This is an optimization exercise on Yosys and OpenROAD, whose aim is small area, not a production implementation. Only simulation tests tie the RTL to the original design; equivalence was not proved. Power is estimated from default activity; no workload was simulated.

Setup of run A:
// Calculator_top
module Calculator_top(
    input wire [3:0] a,
    input wire [3:0] b,
    input wire clk,
    input wire rst,
    input wire enter,
    input wire back,
    input wire up,
    input wire down,
    output wire [3:0] an,
    output wire [7:0] seg,
    output reg bin_ind
);
For scale: ~640 cells after synthesis, roughly 27 I/O pins, ~5900 µm² of cells after synthesis.
clock: 12.0 ns
lec_check: 0
abc_area: 1
cap_margin: 20
core_margin: 2
core_utilization: 40
slew_margin: 20
standard.sh (not shown) runs the stock make flow with config.mk's settings and CLKGATE_MAP_FILE= SYNTH_SCRIPT=/design/flow/synth_recipe.tcl, a recipe that flattens the netlist after the stock synthesis.
==> flow/flow/run.sh <==
#!/bin/bash
# Standard layout, except that:
#  - the combinational logic of the standard synthesis is re-mapped for area
#    by yosys/abc (flip-flops kept as they are) before floorplanning;
#  - ports are buffered with buf_1, and CTS uses small clock buffers and no
#    dummy loads (settings in flow/cts_args).
set -u
HERE=$(pwd)
F=$HERE/flow
RES=$HERE/orfs/results/$FLOW_PLATFORM/Calculator_top/base
LIB=$FLOW_HOME/platforms/$FLOW_PLATFORM/lib/sky130_fd_sc_hd__tt_025C_1v80.lib
YOSYS=$(command -v yosys || echo /OpenROAD-flow-scripts/tools/install/yosys/bin/yosys)

bash standard.sh synth > std_synth.log 2>&1 || { echo "standard synth failed"; exit 1; }
cp $RES/1_2_yosys.v $HERE/std_1_2_yosys.v

# combinational cell models for the re-mapping
$YOSYS -q -p "read_liberty -ignore_miss_func $LIB; write_verilog -noattr $HERE/cells_all.v" > cells.log 2>&1
python3 $F/combcells.py $HERE/cells_all.v $HERE/combcells.v > combcells.log 2>&1

cat > $HERE/resyn.ys <<EOS
read_liberty -lib $LIB
read_verilog -defer $HERE/std_1_2_yosys.v
hierarchy -top $FLOW_TOP
techmap -map $HERE/combcells.v
techmap
opt -purge
abc -liberty $LIB -dont_use *probe* -dont_use *lpflow* -script $F/area.abc
opt_clean -purge
hilomap -singleton -hicell sky130_fd_sc_hd__conb_1 HI -locell sky130_fd_sc_hd__conb_1 LO
insbuf -buf sky130_fd_sc_hd__buf_4 A X
check -assert -mapped
tee -o $HERE/resyn_stat.txt stat -liberty $LIB
write_verilog -noattr -nohex -nodec $HERE/resyn_1_2_yosys.v
EOS
if $YOSYS -s $HERE/resyn.ys > resyn.log 2>&1 && python3 $F/sameregs.py $HERE/std_1_2_yosys.v $HERE/resyn_1_2_yosys.v > sameregs.log 2>&1; then
  cp $HERE/resyn_1_2_yosys.v $RES/1_2_yosys.v
  rm -f $RES/1_synth.odb $RES/1_synth.sdc
  echo "using the re-mapped netlist"
else
  echo "re-mapping failed; keeping the standard netlist"
fi
bash standard.sh "BUFFER_PORTS_ARGS=-buffer_cell sky130_fd_sc_hd__buf_1" \
  "CTS_ARGS=$(cat $F/cts_args)" finish > std_finish.log 2>&1 || { echo "standard finish failed"; exit 1; }
test -f out/final.def
==> flow/flow/cts_args <==
-repair_clock_nets -dont_use_dummy_load -buf_list sky130_fd_sc_hd__clkbuf_8 -sink_clustering_size 40
Other scripts of this flow, unchanged in this note and not shown: flow/flow/area.abc, flow/flow/combcells.py, flow/flow/sameregs.py
diff inputs: run A => run B
==> flow/flow/cts_args <==
-sink_clustering_enable -repair_clock_nets -dont_use_dummy_load -buf_list sky130_fd_sc_hd__clkbuf_8 -sink_buffer_max_cap_derate 0.5
- Comparing run B against run A, there is no change at all in portion of the clock cycle consumed by the worst path in the final layout.
- On arrival time at the worst endpoint, run A and run B are basically level.
- [compare] base=run A new=run B: sequential cell count about even; number of gates resized after cts about even; setup slack after layout about even; flip-flop and latch power about even; final standard cell area without fillers about even.
- As far as area growth from synthesis to layout goes, run A and run B are indistinguishable; the numbers are identical.
- Number of sinks handled by clock tree synthesis came out exactly the same in run A and run B.
Here is what was changed in the inputs of run C compared with run B.
==> flow/flow/cts_args <==
-sink_clustering_enable -repair_clock_nets -dont_use_dummy_load -buf_list sky130_fd_sc_hd__clkbuf_16
Diff run B..run C | post-placement cell count | unchanged
Area fraction of clock buffers and clock inverters, run B and run C: higher on run C
Total power after layout for run C: about 12% up relative to run B
Run C was carried through to the last stage, and its layout satisfied the timing, DRC and antenna checks.
Going from run B to run C, starting density of the core flat, setup slack up 3.6 ps, sequential share of layout area down 1.4 points, clock group share of total power up 8.3 points, die area flat.
Comparing run B against run C, there is no change at all in hold buffer count at cts.
Core util | run C vs run B | run C higher
Setup changes, run C to run D
==> flow/flow/cts_args <==
-sink_clustering_enable -repair_clock_nets -dont_use_dummy_load -buf_list sky130_fd_sc_hd__clkbuf_8 -sink_buffer_max_cap_derate 2.0
### Flow results
- Instance area after placement across run C and run D: no real change.
- Run C -> run D: HPWL after detailed placement decreased by a few percent
- Cmp run D vs run C: mean post-synth cell area lower in run D
- Run C and run D ended up with roughly the same area of the mapped netlist.
- Stage in which a tool error killed run D: clock tree synthesis.
Edits applied to the flow inputs when going from run D to run E:
==> flow/flow/cts_args <==
-sink_clustering_enable -repair_clock_nets -dont_use_dummy_load -buf_list sky130_fd_sc_hd__clkbuf_8 -sink_clustering_size 30 -sink_clustering_max_diameter 100
Findings:
- Status | run D and run E | clean except run D
- The flow ended early for run D: it failed with a tool error in clock tree synthesis.
- Run E vs. run D: mapped cell area went down by 0.40%.
- Standard cell area after detailed placement of run E falls short of that of run D slightly.
- Floorplan die width: run D vs run E, no meaningful difference
- Placement-stage worst setup slack down 17 ps in run E wrt run D
--- input diff run E..run F ---
==> flow/flow/cts_args <==
-sink_clustering_enable -repair_clock_nets -dont_use_dummy_load -buf_list sky130_fd_sc_hd__clkbuf_8 -sink_clustering_size 50 -sink_clustering_max_diameter 300 -sink_clustering_levels 1
## What came out
Going from run E to run F, die area saw little to no change; cell count saw an increase.
Every run in the comparison, run E and run F, completed the flow with a clean layout.
Power on run F is ahead of run E.

## separate check: timing with driven ports
Ports are ideal in the flow. The routed layouts listed here were re-timed in OpenROAD. Step 1, drivers: a clkbuf_16 drives clk and a buf_2 each remaining input, both assumed. Step 2 moves the port delays by t, midway between the first and last clock arrival at a register: inputs arrive t later, outputs are due t later. That takes back most of the time a late clock gives input paths. Three values: ideal, step 1, step 2; two values: the first two.
| run | t, ns | setup WS [ns] | worst hold slack (ns) | cell pins on the clock port's net |
|---|---|---|---|---|
| run A | 0.448 | 5.206 / 5.173 / 5.621 | 0.323 / 0.323 / 0.323 | 1 |
| run B | 0.448 | 5.206 / 5.173 / 5.621 | 0.323 / 0.323 / 0.323 | 1 |
| run C | 0.436 | 5.209 / 5.172 / 5.608 | 0.324 / 0.324 / 0.324 | 1 |
| run E | 0.460 | 4.853 / 4.820 / 5.280 | 0.322 / 0.322 / 0.322 | 1 |
| run F | 0.448 | 5.206 / 5.173 / 5.621 | 0.323 / 0.323 / 0.323 | 1 |
After both steps setup and hold are still met in every run listed.
